This design comes from an exercise in tuning for a short achievable clock period and few clock cycles on the open sky130 flow, not from production work. The RTL was checked by simulation tests, not by an equivalence proof against the original design. The flow treats the clock pin as an ideal source, which a real chip does not have. Power is estimated from default activity; no workload was simulated.

<file path="design/flow/design.v">
module t2b_riscv_cpu (
    input clk, reset,
    input Ext_MemWrite,
    input [31:0] Ext_WriteData, Ext_DataAdr,
    input [31:0] Instr,
    output [31:0] PC,
    output MemWrite,
    output [31:0] WriteData, DataAdr, ReadData
);
reg [31:0] pc;
reg [31:0] rf [1:31];
reg [31:0] dmem [0:63];
reg        e_wen;       
reg        e_st;        
reg        e_ld;        
reg [4:0]  e_rd;
reg [31:0] e_a, e_b;    
reg [31:0] e_sd;        
reg [2:0]  e_f3;
reg [2:0]  e_op;        
reg        e_alt;       
localparam OP_ADD = 3'd0, OP_SLL = 3'd1, OP_SLT = 3'd2, OP_SLTU = 3'd3,
           OP_XOR = 3'd4, OP_SR  = 3'd5, OP_OR  = 3'd6, OP_AND  = 3'd7;
wire [31:0] sra = $signed(e_a) >>> e_b[4:0];
wire [31:0] srl = e_a >> e_b[4:0];
wire [31:0] sum = e_a + (e_alt ? ~e_b : e_b) + {31'b0, e_alt};
reg  [31:0] alu_out;
always @(*) begin
    case (e_op)
        OP_ADD:  alu_out = sum;
        OP_SLL:  alu_out = e_a << e_b[4:0];
        OP_SLT,
        OP_SLTU: alu_out = {31'b0, e_a < e_b};
        OP_XOR:  alu_out = e_a ^ e_b;
        OP_SR:   alu_out = e_alt ? sra : srl;
        OP_OR:   alu_out = e_a | e_b;
        default: alu_out = e_a & e_b;
    endcase
end
wire [31:0] mword = dmem[sum[7:2]];
reg  [31:0] ldata;
always @(*) begin
    case (e_f3)
        3'b000:  ldata = {{24{mword[7]}}, mword[7:0]};
        3'b001:  ldata = {{16{mword[15]}}, mword[15:0]};
        3'b100:  ldata = {24'b0, mword[7:0]};
        3'b101:  ldata = {16'b0, mword[15:0]};
        default: ldata = mword;
    endcase
end
wire [31:0] e_res = e_ld ? ldata : alu_out;
reg [31:0] sdata;
always @(*) begin
    case (e_f3[1:0])
        2'b00:   sdata = {24'b0, e_sd[7:0]};
        2'b01:   sdata = {16'b0, e_sd[15:0]};
        default: sdata = e_sd;
    endcase
end
assign MemWrite  = e_st;
assign DataAdr   = sum;
assign WriteData = sdata;
always @(posedge clk) begin
    if (e_wen) rf[e_rd] <= e_res;
end
wire       m_we   = reset ? Ext_MemWrite : e_st;
wire [5:0] m_adr  = reset ? Ext_DataAdr[7:2] : sum[7:2];
wire [31:0] m_dat = reset ? Ext_WriteData : sdata;
always @(posedge clk) begin
    if (m_we) dmem[m_adr] <= m_dat;
end
assign ReadData = dmem[Ext_DataAdr[7:2]];
wire [6:0] op  = Instr[6:0];
wire [2:0] f3  = Instr[14:12];
wire [4:0] rs1 = Instr[19:15];
wire [4:0] rs2 = Instr[24:20];
wire [4:0] rd  = Instr[11:7];
wire is_lui   = op == 7'b0110111;
wire is_auipc = op == 7'b0010111;
wire is_jal   = op == 7'b1101111;
wire is_jalr  = op == 7'b1100111;
wire is_br    = op == 7'b1100011;
wire is_ld    = op == 7'b0000011;
wire is_st    = op == 7'b0100011;
wire is_opi   = op == 7'b0010011;
wire is_op    = op == 7'b0110011;
wire [31:0] imm_i = {{20{Instr[31]}}, Instr[31:20]};
wire [31:0] imm_s = {{20{Instr[31]}}, Instr[31:25], Instr[11:7]};
wire [31:0] imm_b = {{20{Instr[31]}}, Instr[7], Instr[30:25], Instr[11:8], 1'b0};
wire [31:0] imm_j = {{12{Instr[31]}}, Instr[19:12], Instr[20], Instr[30:21], 1'b0};
wire [31:0] imm_u = {Instr[31:12], 12'b0};
wire [31:0] r1 = (rs1 == 5'd0) ? 32'b0 : (e_wen && e_rd == rs1) ? e_res : rf[rs1];
wire [31:0] r2 = (rs2 == 5'd0) ? 32'b0 : (e_wen && e_rd == rs2) ? e_res : rf[rs2];
wire eq  = r1 == r2;
wire ltu = r1 < r2;
wire lt  = ltu;
reg  taken;
always @(*) begin
    case (f3)
        3'b000:  taken = eq;
        3'b001:  taken = ~eq;
        3'b100:  taken = lt;
        3'b101:  taken = ~lt;
        3'b110:  taken = ltu;
        3'b111:  taken = ~ltu;
        default: taken = 1'b0;
    endcase
end
wire [31:0] pc4      = pc + 32'd4;
wire [31:0] pc_br    = pc + imm_b;
wire [31:0] pc_jal   = pc + imm_j;
wire [31:0] pc_jalr  = r1 + imm_i;
wire [31:0] pc_next  = is_jal ? pc_jal :
                       is_jalr ? pc_jalr :
                       (is_br && taken) ? pc_br : pc4;
reg        d_wen;
reg [2:0]  d_op;
reg        d_alt;
reg [31:0] d_a, d_b;
always @(*) begin
    d_wen = 1'b0;
    d_op  = OP_ADD;
    d_alt = 1'b0;
    d_a   = r1;
    d_b   = imm_i;
    if (is_op || is_opi) begin
        d_wen = 1'b1;
        d_op  = f3;
        d_b   = is_op ? r2 : (f3[1:0] == 2'b01 ? {27'b0, Instr[24:20]} : imm_i);
        d_alt = Instr[30] & (is_op | (f3 == 3'b101));
    end
    if (is_ld) d_wen = 1'b1;
    if (is_st) d_b = imm_s;
    if (is_lui) begin d_wen = 1'b1; d_a = 32'b0; d_b = imm_u; end
    if (is_auipc) begin d_wen = 1'b1; d_a = pc; d_b = imm_u; end
    if (is_jal || is_jalr) begin d_wen = 1'b1; d_a = pc; d_b = 32'd4; end
end
always @(posedge clk or posedge reset) begin
    if (reset) begin
        pc    <= 32'b0;
        e_wen <= 1'b0;
        e_st  <= 1'b0;
        e_ld  <= 1'b0;
    end else begin
        pc    <= pc_next;
        e_wen <= d_wen && rd != 5'd0;
        e_st  <= is_st;
        e_ld  <= is_ld;
    end
end
always @(posedge clk) begin
    e_rd  <= rd;
    e_a   <= d_a;
    e_b   <= d_b;
    e_sd  <= r2;
    e_f3  <= f3;
    e_op  <= d_op;
    e_alt <= d_alt;
end
assign PC = pc;
endmodule
</file>
<file path="design/flow/run.sh">
#!/bin/bash
# synth_recipe.tcl (not shown) runs the flow's synth.tcl, then flattens the netlist and writes it again
# the make line also repeats each setting of config.mk as NAME=value (left out here)
make -C /OpenROAD-flow-scripts/flow DESIGN_CONFIG=/design/flow/config.mk WORK_HOME=/design/flow/orfs CLKGATE_MAP_FILE= SYNTH_SCRIPT=/design/flow/synth_recipe.tcl finish
</file>
<file path="design/flow/config.mk">
export PLATFORM = sky130hd
export DESIGN_NAME = t2b_riscv_cpu
export DESIGN_NICKNAME = t2b_riscv_cpu
export VERILOG_FILES = /design/flow/design.v
export SDC_FILE = /design/flow/constraint.sdc
export NUM_CORES = 4
export LEC_CHECK = 0
export CAP_MARGIN = 20
export CORE_MARGIN = 2
export CORE_UTILIZATION = 40
export SLEW_MARGIN = 20
</file>
<file path="design/flow/constraint.sdc">
create_clock -name core_clock -period 19.5 [get_ports {clk}]
set_input_delay 3.9000 -clock core_clock [delete_from_list [all_inputs] [get_ports {clk}]]
set_output_delay 3.9000 -clock core_clock [all_outputs]
set_load 0.01 [all_outputs]
</file>
==> results_dict.tcl, run 1 <==
set metrics [dict create \
    status "complete, no violations" \
    antenna_found_initial 38 \
    viasPerCell 6.756 \
    io_pins 228 \
    synth.net_count 9612 \
    fill_cells 34120 \
    cts_tree "built" \
    drc 0 \
    cts_made_buffers 345 \
    whs_ns 0.7119 \
    die_y_um 638.8 \
    htree_levels 5 \
    required_ns 15.60 \
    leakagePower_nw 58.93 \
    fin_crit_ns 12.56 \
    start_kind "input port" \
    grt.busiest_layer "met2" \
    grt_use_met2_pct 42.23 \
    ys_ff_latch 3183 \
    instances_no_fill 15020 \
    max_slew_margin_pct 13.87 \
    synthCells 9275 \
    post-route-util_pct 45.18 \
    cts.sinks 3183 \
    timing.fmax_mhz 79.61 \
    end_kind "primary output" \
    ctsHoldBuffers 0 \
    cts-root-buf "clkbuf_16" \
    crit_type "input port to primary output" \
    hp-class "flop to flop" \
    fin_crit_sh_pct 64.41 \
    worstMarginPinSlew_ns 1.289 \
    area_growth_pct 12.70 \
    worst_ep_arrival_time_ns 8.66 \
    core_area_um2 402000 \
    placed_cells 14380 \
    rsz0062_at_grt "no" \
    routedWlPerCell_um 38.62 \
    path_clk_slew_ns 0.05 \
    syn-cell-area_um2 161200 \
    avgSynthCellArea_um2 17.38 \
    synthArstFlopShare_pct 1.100 \
    yosysWarnings 1 \
    clk_latency_ns 0.98 \
    floorplan.initialDensity_pct 40.09 \
    cts-resized-gates 0 \
    postCtsSetupRepairBufs 0 \
    ys_seq_area_share_pct 58.52 \
    critPathMaxFanout 107 \
    setup_viol 0 \
    fp.dieW_um 638.8 \
    grt_start_max_net_pins 138 \
    cts_max_path_buffers 4 \
    wl_um 580100 \
    fin_setup_tns_ns 0 \
    drtAntennaViolNets 0 \
    grt_pass1_wl_um 798700 \
    num_vias 101500 \
    port_buffers 201 \
    grt_use_met1_pct 38.28 \
    powerDensity_nw_per_um2 109.5 \
    drive_gt1_share_pct 29.82 \
    num_rows 233 \
    clock_skew_ns 0.07877 \
    die-area_um2 408000 \
    ys_types 103 \
    nets 9783 \
    dp_hpwl_um 351500 \
    maxCapViolations 0 \
    grt_pass1_vias 99780 \
    drt_iter0_drc 15810 \
    finalMaxSlewViolations 0 \
    overflow 0 \
    grt_util_all_layers_pct 27.88 \
    synth-edff-count 3040 \
    met3_usage_pct 7.124 \
    vdd_drop_max_uv 74.59 \
    gp_congestion 0.9818 \
    dr.pass1.iters 9 \
    final-hold-violation-count 0 \
    ys.flop_type "edfxtp_1" \
]
state kept, by name, indices dropped and copies added, names as in the netlist:
signal and count:
dmem 2048, rf 992, e_a 32, e_b 32, e_sd 32, pc 32, e_rd 5, e_f3 3
e_op 3, e_alt 1, e_ld 1, e_st 1, e_wen 1
worst max-delay path: stages:
cell and delay (ns):
buf_8 0.48, buf_4 0.92, buf_12 0.72, mux4_2 0.62, mux4_2 0.50, mux4_2 0.67, clkdlybuf4s50_1 0.56
final cells by class:
class / instances / area [um2] / area share, %
Timing Repair Buffer: 523 / 4683 / 2.578
Antenna cell: 10 / 25.02 / 0.01378
Sequential cell: 3183 / 94340 / 51.94
Tap cell: 5287 / 6615 / 3.642
Clock inverter: 212 / 2122 / 1.168
Inverter: 172 / 679.4 / 0.3740
Clock buffer: 413 / 9077 / 4.998
Multi-Input combinational cell: 5221 / 64100 / 35.29
kinds of logic (layout without fill, tap and decap cells):
| logic type | Yosys count | in the layout | synth area share [%] |
|---|---|---|---|
| xor+xnor | 158 | 158 | 0.8749 |
| simple gates | 1525 | 1525 | 4.228 |
| other cells | 0 | 10 | 0 |
| flops | 3183 | 3183 | 58.52 |
| fa+ha+maj | 238 | 238 | 1.866 |
| buf+inv | 871 | 1320 | 2.314 |
| mux | 2116 | 2116 | 27.28 |
| compound gates | 1184 | 1184 | 4.915 |
through the flow:
stage / setup slack [ns] / instance area (um2) / power, mW
after detailed placement: 6.876 / 170200 / 13.33
after global routing: 6.465 / 181600 / 20.45
after CTS: 6.870 / 181400 / 19.88
after floorplan: 8.911 / 161200 / 11.44
final: 6.940 / 181600 / 19.89
after global placement: 6.899 / 170100 / 13.28
path summary, 6_finish.rpt:
kind	from	end	slack [ns]	depth (start not counted)
setup / recovery	Ext_DataAdr[3]	ReadData[3]	6.94	7
hold / removal	pc[0]$_DFFE_PP0P_	pc[0]$_DFFE_PP0P_	0.71	1
setup reg to reg	e_b[0]$_SDFF_PP0_	pc[31]$_DFF_PP0_	7.08	30
hold reg to reg	pc[0]$_DFFE_PP0P_	pc[0]$_DFFE_PP0P_	0.71	1
max in group asynchronous	reset	e_ld$_DFF_PP0_	14.64	4
min in group asynchronous	reset	e_st$_DFF_PP0_	4.18	4
Yosys cell counts, types with 64 or more instances:
cell	number	area, um2
a211oi_1	122	915.9
a21oi_1	333	1667
and2_1	64	400.4
buf_1	140	525.5
buf_2	121	605.6
clkbuf_1	378	1419
dfxtp_1	108	2162
edfxtp_1	3040	91290
ha_1	234	2928
inv_1	163	611.8
mux2i_1	248	2482
mux4_2	1815	40880
nand2_1	534	2004
nand3_1	128	640.6
nor2_1	489	1836
nor3_1	78	390.4
o21ai_0	182	910.9
xnor2_1	71	621.9
xor2_1	85	744.5
metal layers:
layer	vias to the layer above	routed length, um
met2	6886	261700
met4	6	29080
met3	1113	69300
li1	39170	-
met1	54310	219900
met5	-	52
layout by cell type, fill, tap and decap left out, types with 28 or more instances in the layout:
| cell | n |
|---|---|
| clkinv_2 | 61 |
| clkdlybuf4s50_1 | 182 |
| nand2_1 | 534 |
| or3_1 | 28 |
| inv_1 | 159 |
| nand3_1 | 126 |
| buf_4 | 310 |
| clkbuf_1 | 57 |
| xor2_1 | 85 |
| a21o_1 | 58 |
| and3_1 | 44 |
| mux2_2 | 37 |
| and2_1 | 64 |
| a22o_1 | 30 |
| mux2i_1 | 246 |
| a21oi_1 | 330 |
| o21ai_0 | 181 |
| edfxtp_1 | 3040 |
| clkbuf_16 | 352 |
| o211ai_1 | 37 |
| xnor2_1 | 70 |
| mux4_2 | 1815 |
| bufinv_16 | 37 |
| nor3_1 | 76 |
| nor2_1 | 389 |
| dfxtp_1 | 101 |
| a211oi_1 | 119 |
| nor2_4 | 97 |
| dfrtp_1 | 34 |
| clkinv_1 | 78 |
| ha_1 | 234 |
| a31oi_1 | 33 |
| o22ai_1 | 32 |
power by group:
| part | switching [mW] | internal, mW |
|---|---|---|
| combinational | 3.18 | 2.04 |
| clock | 2.80 | 3.81 |
| sequential | 0.152 | 7.90 |
| total | 6.13 | 13.8 |
Testbench counts, summed over its fixed seeds: cycles 52,239.
==> run 2, diff against run 1 <==
--- a/design/flow/design.v
+++ b/design/flow/design.v
@@ -16,6 +16,7 @@
 reg [4:0]  e_rd;
 reg [31:0] e_a, e_b;    
 reg [31:0] e_sd;        
+reg [31:0] e_ad;        
 reg [2:0]  e_f3;
 reg [2:0]  e_op;        
 reg        e_alt;       
@@ -37,7 +38,7 @@
         default: alu_out = e_a & e_b;
     endcase
 end
-wire [31:0] mword = dmem[sum[7:2]];
+wire [31:0] mword = dmem[e_ad[7:2]];
 reg  [31:0] ldata;
 always @(*) begin
     case (e_f3)
@@ -58,18 +59,40 @@
     endcase
 end
 assign MemWrite  = e_st;
-assign DataAdr   = sum;
+assign DataAdr   = e_ad;
 assign WriteData = sdata;
 always @(posedge clk) begin
     if (e_wen) rf[e_rd] <= e_res;
 end
 wire       m_we   = reset ? Ext_MemWrite : e_st;
-wire [5:0] m_adr  = reset ? Ext_DataAdr[7:2] : sum[7:2];
+wire [5:0] m_adr  = reset ? Ext_DataAdr[7:2] : e_ad[7:2];
 wire [31:0] m_dat = reset ? Ext_WriteData : sdata;
 always @(posedge clk) begin
     if (m_we) dmem[m_adr] <= m_dat;
 end
-assign ReadData = dmem[Ext_DataAdr[7:2]];
+reg [63:0] rsel;
+integer k;
+always @(*) begin
+    for (k = 0; k < 64; k = k + 1) rsel[k] = Ext_DataAdr[7:2] == k;
+end
+genvar gb, gj;
+generate
+    for (gb = 0; gb < 32; gb = gb + 1) begin : rd_bit
+        wire [31:0] n1;
+        wire [7:0]  p2;
+        wire [3:0]  n3;
+        for (gj = 0; gj < 32; gj = gj + 1) begin : l1
+            g_aoi22 g (rsel[2*gj], dmem[2*gj][gb], rsel[2*gj+1], dmem[2*gj+1][gb], n1[gj]);
+        end
+        for (gj = 0; gj < 8; gj = gj + 1) begin : l2
+            g_nand4 g (n1[4*gj], n1[4*gj+1], n1[4*gj+2], n1[4*gj+3], p2[gj]);
+        end
+        for (gj = 0; gj < 4; gj = gj + 1) begin : l3
+            g_nor2 g (p2[2*gj], p2[2*gj+1], n3[gj]);
+        end
+        g_nand4 l4 (n3[0], n3[1], n3[2], n3[3], ReadData[gb]);
+    end
+endgenerate
 wire [6:0] op  = Instr[6:0];
 wire [2:0] f3  = Instr[14:12];
 wire [4:0] rs1 = Instr[19:15];
@@ -110,6 +133,7 @@
 wire [31:0] pc_br    = pc + imm_b;
 wire [31:0] pc_jal   = pc + imm_j;
 wire [31:0] pc_jalr  = r1 + imm_i;
+wire [31:0] ea       = r1 + (is_st ? imm_s : imm_i);
 wire [31:0] pc_next  = is_jal ? pc_jal :
                        is_jalr ? pc_jalr :
                        (is_br && taken) ? pc_br : pc4;
@@ -153,9 +177,19 @@
     e_a   <= d_a;
     e_b   <= d_b;
     e_sd  <= r2;
+    e_ad  <= ea;
     e_f3  <= f3;
     e_op  <= d_op;
     e_alt <= d_alt;
 end
 assign PC = pc;
 endmodule
+module g_aoi22 (input a1, a2, b1, b2, output y);
+assign y = ~((a1 & a2) | (b1 & b2));
+endmodule
+module g_nand4 (input a, b, c, d, output y);
+assign y = ~(a & b & c & d);
+endmodule
+module g_nor2 (input a, b, output y);
+assign y = ~(a | b);
+endmodule
==> design/flow/flow/run.sh (new file) <==
#!/bin/bash
# Standard ORFS layout, with timing repair aimed well below the design's clock
# period (a setup margin), so the layout is optimised for the period it can
# actually reach; plain buffers rather than delay cells on the ports
# (hook.tcl); and the gates before the ReadData ports upsized before CTS
# (size.tcl). The SDC, the synthesis and every other step are the standard flow's own.
set -euo pipefail
MARGIN=${MARGIN:-10}
H=$PWD/flow/hook.tcl
bash standard.sh synth > make_synth.log 2>&1
bash standard.sh SETUP_SLACK_MARGIN=$MARGIN \
  POST_GLOBAL_PLACE_TCL=$H PRE_RESIZE_TCL=$H PRE_DETAIL_PLACE_TCL=$H \
  PRE_CTS_TCL=$PWD/flow/cts_hook.tcl PRE_GLOBAL_ROUTE_TCL=$H \
  finish > make_finish.log 2>&1
==> design/flow/flow/cts_hook.tcl (new file) <==
# Before CTS: the port buffer and delay cell hook, then the ReadData sizing.
source [file join [file dirname [info script]] hook.tcl]
source [file join [file dirname [info script]] size.tcl]
==> design/flow/flow/hook.tcl (new file) <==
# Timing repair hook (sourced before CTS and before global routing): keep
# the delay cells out of the repair, and give every port a plain buffer
# where the earlier steps left a delay cell on it.
set_dont_use [get_lib_cells {sky130_fd_sc_hd__clkdlybuf4s* sky130_fd_sc_hd__dlygate4sd* sky130_fd_sc_hd__dlymetal6s*}]
set n_swapped 0
foreach bterm [[ord::get_db_block] getBTerms] {
  set net [$bterm getNet]
  if {$net == "NULL"} { continue }
  foreach iterm [$net getITerms] {
    set inst [$iterm getInst]
    if {[regexp {dly} [[$inst getMaster] getName]]} {
      replace_cell [$inst getName] sky130_fd_sc_hd__buf_6
      incr n_swapped
    }
  }
}
puts "hook: swapped $n_swapped port buffers"
==> design/flow/flow/size.tcl (new file) <==
# Upsize the last gates before the ReadData ports (the external read path
# is the slowest path of the design): walk back from each ReadData port
# through up to six gates and give each the strongest cell of its footprint
# among the listed sizes.
proc my_driver_inst {net} {
  foreach it [$net getITerms] {
    if {[$it isOutputSignal]} { return [$it getInst] }
  }
  return "NULL"
}
proc my_upsize {inst} {
  set m [[$inst getMaster] getName]
  set up [dict create \
    sky130_fd_sc_hd__nand4_1 sky130_fd_sc_hd__nand4_4 \
    sky130_fd_sc_hd__nand4_2 sky130_fd_sc_hd__nand4_4 \
    sky130_fd_sc_hd__nor2_1 sky130_fd_sc_hd__nor2_4 \
    sky130_fd_sc_hd__nor2_2 sky130_fd_sc_hd__nor2_4 \
    sky130_fd_sc_hd__a22oi_1 sky130_fd_sc_hd__a22oi_2 \
    sky130_fd_sc_hd__buf_1 sky130_fd_sc_hd__buf_6 \
    sky130_fd_sc_hd__buf_2 sky130_fd_sc_hd__buf_6 \
    sky130_fd_sc_hd__buf_4 sky130_fd_sc_hd__buf_6]
  if {[dict exists $up $m]} {
    replace_cell [$inst getName] [dict get $up $m]
    return 1
  }
  return 0
}
set n_up 0
set block [ord::get_db_block]
for {set b 0} {$b < 32} {incr b} {
  set bt [$block findBTerm "ReadData\[$b\]"]
  set frontier [list [my_driver_inst [$bt getNet]]]
  for {set lvl 0} {$lvl < 6} {incr lvl} {
    set next {}
    foreach inst $frontier {
      if {$inst == "NULL"} { continue }
      incr n_up [my_upsize $inst]
      foreach it [$inst getITerms] {
        if {[$it isInputSignal]} {
          set net [$it getNet]
          if {$net == "NULL"} { continue }
          set d [my_driver_inst $net]
          if {$d != "NULL" && ![[$d getMaster] isSequential]} { lappend next $d }
        }
      }
    }
    set frontier $next
  }
}
puts "size: upsized $n_up gates on the ReadData paths"
==> design/flow/standard.sh (new file) <==
#!/bin/bash
# synth_recipe.tcl (not shown) runs the flow's synth.tcl, then flattens the netlist and writes it again
# the make line also repeats each setting of config.mk as NAME=value (left out here)
make -C /OpenROAD-flow-scripts/flow DESIGN_CONFIG=/design/flow/config.mk WORK_HOME=/design/flow/orfs CLKGATE_MAP_FILE= SYNTH_SCRIPT=/design/flow/synth_recipe.tcl "${@:-finish}"
--- a/design/flow/config.mk
+++ b/design/flow/config.mk
@@ -5,7 +5,10 @@
 export SDC_FILE = /design/flow/constraint.sdc
 export NUM_CORES = 4
 export LEC_CHECK = 0
+export ABC_CLOCK_PERIOD_IN_PS = 8000
 export CAP_MARGIN = 20
+export CELL_PAD_IN_SITES_GLOBAL_PLACEMENT = 1
 export CORE_MARGIN = 2
 export CORE_UTILIZATION = 40
 export SLEW_MARGIN = 20
+export SYNTH_HIERARCHICAL = 1
removed: design/flow/run.sh
==> run 2 against run 1 <==
Compared with the run above: area after synthesis rose by 0.46%; clock power rose by 4.7%; synthesized cell count rose by 5.9%; critical path depth rose by 4; global-route usage rose by 4.2 points; wire length rose by 16%; first-iteration DRC count fell by 3.1%; clock skew fell by 0.016 ns; via count rose by 7.8%; highest routed layer unchanged.
==> results_dict.tcl, run 2 <==
set metrics [dict create \
    io_pins 228 \
    hp-class "flop to flop" \
    fin_crit_ns 9.869 \
    status "complete, no violations" \
    fin_setup_tns_ns 0 \
    floorplan.initialDensity_pct 40.19 \
    routedWlPerCell_um 41.57 \
    ys.flop_type "edfxtp_1" \
    end_kind "primary output" \
    final-hold-violation-count 0 \
    core_area_um2 402900 \
    yosysWarnings 7 \
    ys_ff_latch 3215 \
    grt_util_all_layers_pct 32.07 \
    start_kind "input port" \
    worstMarginPinSlew_ns 1.239 \
    yosysTopAreaCell "edfxtp_1" \
    critPathMaxStageDelay_ns 0.27 \
    dp_hpwl_um 394100 \
    rsz0062_at_grt "yes" \
    grt_pass1_wl_um 903900 \
    p_total_mw 20.38 \
    required_ns 15.60 \
    ctsHoldBuffers 0 \
    fp.dieW_um 640.2 \
    antenna_found_initial 47 \
    syn-cell-area_um2 161900 \
    die_y_um 640.2 \
    largest_reg_flops 2048 \
    cts_made_buffers 360 \
    powerDensity_nw_per_um2 104.8 \
    die-area_um2 409900 \
    synth.net_count 10170 \
    crit_type "input port to primary output" \
    clock_skew_ns 0.06268 \
    cp_slowest_cell "a22oi_2" \
    multiInputGateArea_um2 71020 \
    cts_tree "built" \
    nets 10780 \
    fin_crit_sh_pct 50.61 \
    critPathMaxFanout 24 \
    synth_most_common_cell "edfxtp_1" \
    path_clk_slew_ns 0.06 \
    num_vias 109400 \
    cts.sinks 3215 \
    area_growth_pct 20.11 \
    viasPerCell 6.769 \
    overflow 0 \
    grt_pass1_vias 107400 \
    grt_start_max_net_pins 106 \
    maxCapViolations 0 \
    avgSynthCellArea_um2 16.48 \
    finalMaxSlewViolations 0 \
    vdd_drop_max_uv 78.14 \
    wl_um 671700 \
    clk_latency_ns 0.98 \
    layout_common_cells "3040 x edfxtp_1, 1209 x mux4_2, 1025 x a22oi_2, 377 x clkbuf_16, 367 x nor2_1" \
    worst_ep_arrival_time_ns 5.97 \
    top_register "dmem" \
    synthArstFlopShare_pct 1.089 \
    max_slew_margin_pct 17.25 \
    dr.pass1.iters 6 \
    leakagePower_nw 61.80 \
    drive_gt1_share_pct 39.89 \
    drt_iter0_drc 15320 \
    ys_seq_area_share_pct 58.65 \
    netlist_top_cells_count "3040 x edfxtp_1, 1209 x mux4_2, 1024 x a22oi_2" \
    synthCells 9825 \
    cp_cell_sequence "buf_16 > buf_12 > nand2b_4 > buf_4 > nor2_4 > buf_12 > a22oi_2 > nand4_4 > nor2_4 > nand4_4 > buf_6" \
    drtAntennaViolNets 0 \
    port_buffers 201 \
    synth-edff-count 3040 \
    fill_cells 33980 \
    num_rows 233 \
    synth_area_leaders "edfxtp_1 56%, mux4_2 17%, a22oi_2 7.9%, mux2i_1 1.9%, ha_1 1.8%" \
    timing.fmax_mhz 101.3 \
    ys_types 87 \
    synth_top_cell_area_share_pct 56.38 \
    mostFrequentLayoutCell "edfxtp_1" \
    seq_area_um2 95000 \
    drc 0 \
    setup_viol 0 \
    largest_registers "dmem x2048, rf x992" \
]
-- run 2: changes by cell type after synthesis, moves of 32 or more --
| cell | before | now |
|---|---|---|
| clkbuf_1 | 378 | 324 |
| nand4_1 | 26 | 325 |
| a211oi_1 | 122 | 65 |
| nand3_1 | 128 | 68 |
| mux2i_1 | 248 | 300 |
| buf_1 | 140 | 84 |
| o21ai_0 | 182 | 288 |
| nand2_1 | 534 | 313 |
| nor2_1 | 489 | 664 |
| dfxtp_1 | 108 | 140 |
| a22oi_2 | 0 | 1024 |
| mux4_2 | 1815 | 1209 |
| xnor2_1 | 71 | 106 |
| buf_2 | 121 | 87 |
-- run 2: path summary, 6_finish.rpt --
kind	cells past startpoint	endpoint	slack [ns]	startpoint
worst max-delay path	11	ReadData[15]	9.63	Ext_DataAdr[7]
worst min-delay path	1	pc[0]$_DFFE_PP0P_	0.65	pc[0]$_DFFE_PP0P_
worst max register to register	24	pc[28]$_DFF_PP0_	9.88	e_ad[3]$_DFF_P_
worst min register to register	1	pc[0]$_DFFE_PP0P_	0.65	pc[0]$_DFFE_PP0P_
max in group asynchronous	5	pc[30]$_DFF_PP0_	14.32	reset
min in group asynchronous	5	pc[16]$_DFF_PP0_	4.71	reset
-- run 2: cells by family (layout without fill, tap and decap cells) --
kind of cell | count (synthesis) | count (layout) | share of synthesized area, %
mux | 1574 | 1574 | 19.12
other cells | 0 | 17 | 0
flops | 3215 | 3215 | 58.65
simple gates | 1687 | 1690 | 4.930
buf+inv | 728 | 1635 | 1.894
xor+xnor | 186 | 186 | 1.006
compound gates | 2191 | 2191 | 12.49
fa+ha+maj | 244 | 244 | 1.909
-- run 2: through the flow --
step	setup slack [ns]	cell area [um2]	hold slack (ns)	instances	util [%]
CTS	9.696	193800	0.6517	16100	48.10
finish	9.631	194500	0.6520	16160	48.27
floorplan	9.956	162700	0.5213	9825	-
global route	9.680	194400	0.6648	16140	48.26
detailed placement	7.932	172900	0.6364	15230	42.93
global placement	7.086	172700	0.6139	15230	42.86
-- run 2: power by group --
part           internal, mW  total, mW  switching [mW]
Combinational          2.03       5.22            3.19
Sequential             8.00       8.25           0.254
Clock                  4.00       6.92            2.92
Total                  14.0       20.4            6.36
-- run 2: layer usage --
metal | global-route usage [%] | wire length [um]
met5 | 0 | 70
met3 | 6.779 | 68140
met4 | 14.90 | 36730
met2 | 47.45 | 294400
met1 | 45.31 | 272300
-- run 2: layout make-up --
type / instances / share of cell area [%]
clock inverters: 219 / 1.157
well taps: 5405 / 3.477
repair buffers: 794 / 4.707
multi-input cells: 5885 / 36.52
clock buffers: 439 / 4.910
flip-flops and latches: 3215 / 48.85
inverters: 183 / 0.3584
diodes: 17 / 0.02187
-- run 2: modules after synthesis (local to each module, per instance) --
module	cells inside	area [um2]
t2b_riscv_cpu	8385	146800
g_nor2	1	3.754
g_aoi22	1	12.51
g_nand4	1	6.256
-- run 2: worst max-delay path: cells and delay by family --
family	cells	cell delay, ns
AOI/OAI and AO/OA	1	0.27
buffers and inverters	5	0.84
and+or+nand+nor	5	0.81
-- run 2: timing repair --
item | in CTS | in global routing
pin swaps | 235 | 77
gates resized for setup | 271 | 61
endpoints found under the setup margin | 78 | 65
cloned | 35 | 7
setup buffers | 177 | 30
Testbench counts of run 2, summed over its fixed seeds: cycles 52,239.

## what the ideal ports hide
How much do the figures lean on ideal ports? The routed layouts below were timed once more, with nothing changed but the port constraints. Step 1: set_driving_cell puts a clkbuf_16 on clk and a buf_2 on each other input, an assumption about the parent block. Step 2 times the ports against the registers' clock, not the clock port: input delays grow and output delays shrink by t, the midpoint of the rising clock arrivals with the driver on. a / b / c = no drivers / after step 1 / after step 2; a / b = the first two.
run	t (ns)	setup WS [ns]	hold WS [ns]	worst slew at a driven data input, ns
run 1	1.054	6.940 / 6.891 / 6.891	0.712 / 0.712 / 0.712	0.15
run 2	1.055	9.631 / 9.473 / 8.981	0.652 / 0.652 / 0.652	0.20
After both steps every run listed still meets setup and hold. For run 2, which loses most, drivers alone change the setup slack by -0.158 ns; drivers and shift together by -0.650 ns.
